This is an optimization exercise on Yosys and OpenROAD, whose aim is small area and a short achievable clock period, not a production implementation. In this exercise RTL edits were held to simulation tests only and were not proved equivalent to the original. Power and IR drop assume default switching activity.

run A:
Design lowp2, start of the top module:
module lowp2(signal_in,
             signal_out,
             time_constant,
             clock_in,
             reset,
             enable);
For scale: ~8100 cells after synthesis, roughly 64 I/O pins.
Settings: LEC_CHECK=0, CAP_MARGIN=20, CORE_MARGIN=2, CORE_UTILIZATION=62, PLACE_DENSITY=0.72, SLEW_MARGIN=20, SYNTH_HIERARCHICAL=1, SYNTH_MINIMUM_KEEP_SIZE=0; clock period 18.0 ns.
standard.sh (not shown) runs the stock make flow with config.mk's settings and CLKGATE_MAP_FILE= SYNTH_SCRIPT=/design/flow/synth_recipe.tcl, a recipe that flattens the netlist after the stock synthesis.
==> flow/flow/run.sh <==
#!/bin/bash
# The standard layout (the standard.sh), with changes to how it is made:
#  - ports are buffered with buf_4 instead of the delay buffer buffer_ports picks by default;
#  - CTS inserts no dummy loads, and drives up to 18 flip-flops from each clkbuf_8 leaf;
#  - timing repair aims for a setup margin, so that it sizes the few paths through the
#    adder and the ports for speed (the SDC and its clock period are the standard flow's, unchanged);
set -euo pipefail
CTS="-sink_clustering_enable -repair_clock_nets -dont_use_dummy_load"
CTS="$CTS -sink_clustering_size 18 -sink_clustering_max_diameter 50"
CTS="$CTS -sink_clustering_buffer sky130_fd_sc_hd__clkbuf_8"
bash standard.sh \
  "BUFFER_PORTS_ARGS=-buffer_cell sky130_fd_sc_hd__buf_4" \
  "CTS_ARGS=$CTS" \
  "SETUP_SLACK_MARGIN=13.15" \
  finish > standard_make.log 2>&1
Edits applied to the flow inputs when going from run A to run B:
--- a/flow/flow/run.sh
+++ b/flow/flow/run.sh
@@ -4 +4 @@
-#  - CTS inserts no dummy loads, and drives up to 18 flip-flops from each clkbuf_8 leaf;
+#  - CTS inserts no dummy loads, and drives up to 20 flip-flops from each clkbuf_8 leaf;
@@ -9 +9 @@
-CTS="$CTS -sink_clustering_size 18 -sink_clustering_max_diameter 50"
+CTS="$CTS -sink_clustering_size 20 -sink_clustering_max_diameter 50 -branching_point_buffers_distance 1000 -distance_between_buffers 200"
@@ -10,0 +11,2 @@
+# all ports on one stretch of the left edge, beside the adder and the sum registers
+PINS="-exclude top:* -exclude bottom:* -exclude right:* -exclude left:0-200 -exclude left:300-490"
@@ -14 +16,2 @@
-  "SETUP_SLACK_MARGIN=13.15" \
+  "PLACE_PINS_ARGS=$PINS" \
+  "SETUP_SLACK_MARGIN=13.6" \
Findings:
Compared to run A, run B has length of the first detailed-routing pass in iterations 1 higher. Relative to run A, the minimum hold slack of run B is lower by 0.043 ns. Run B consumes more power than run A does. Summary of run B over run A: number of buffers inserted for hold repair after clock tree synthesis stayed essentially flat, routed wire length per instance went up, area added between synthesis and finish up 1.1 points, logic gate share of total power grew by 4.5 points, number of inverters outside the clock class in the layout about even. Run B ended up with signal_out[27] as its critical path endpoint; run A ended up with signal_out[13]. The global-route usage was comparable across run B and run A. Static leakage on run B is behind run A. Run B -> run A: final cell count flat.
#### Input delta (run C over run B)
--- a/flow/flow/run.sh
+++ b/flow/flow/run.sh
@@ -9,2 +9,2 @@
-CTS="$CTS -sink_clustering_size 20 -sink_clustering_max_diameter 50 -branching_point_buffers_distance 1000 -distance_between_buffers 200"
-CTS="$CTS -sink_clustering_buffer sky130_fd_sc_hd__clkbuf_8"
+CTS="$CTS -sink_clustering_size 30 -sink_clustering_max_diameter 70"
+CTS="$CTS -sink_clustering_buffer sky130_fd_sc_hd__clkbuf_16"
@@ -17 +17 @@
-  "SETUP_SLACK_MARGIN=13.6" \
+  "SETUP_SLACK_MARGIN=13.15" \
Notes after the runs:
On run C: signal arrival time at the worst endpoint is 0.05 ns higher than what run B gave. In run C the count of non-CTS buffers in the layout turned out 37% lower than in run B. Run C ended up with met2 as its global routing's busiest layer; run B ended up with met1. Clock tree skew after final layout in run C is 0.013 ns higher than in run B. Comparing run C against run B, there is no change at all in multi-input gate count. Diff run B -> run C | area of the multi-input gates | decrease of about 24%. The maximum clock frequency of run C is lower than that of run B. Between run B and run C, the flow reports number of global-route vias before repair increasing slightly. Run C vs run B — number of post-CTS setup repair buffers dropped 37. Number of buffers created by CTS, run B and run C: higher on run B. Cell area after layout on run C is ahead of run B. Wire length, run B and run C: higher on run C.

[port drivers added, routing unchanged]
Ports are ideal in the flow. The routed layouts listed here were re-timed in OpenROAD.
Step 1 sets driving cells, clkbuf_16 on the clock port and buf_2 on the other inputs (assumed; they add their load-dependent delay and slew).
Step 2 times the ports against the registers' clock, not the clock port: input delays grow and output delays shrink by t, the midpoint of the rising clock arrivals with the driver on.
Three values: no drivers, after step 1, after step 2; two values: the first two.
run	t, ns	slack for setup (ns)	latest minus earliest clock arrival (ns)	cell pins on the clock port's net
run A	0.969	13.001 / 12.905 / 12.104	0.168 / 0.168	1
run B	0.869	13.007 / 12.942 / 12.426	0.142 / 0.141	1
run C	0.934	12.959 / 12.891 / 12.185	0.140 / 0.140	1
After both steps setup and hold are still met in every run listed. The setup slack of run A, which loses most, moves by -0.096 ns with the drivers and by -0.897 ns with both steps.
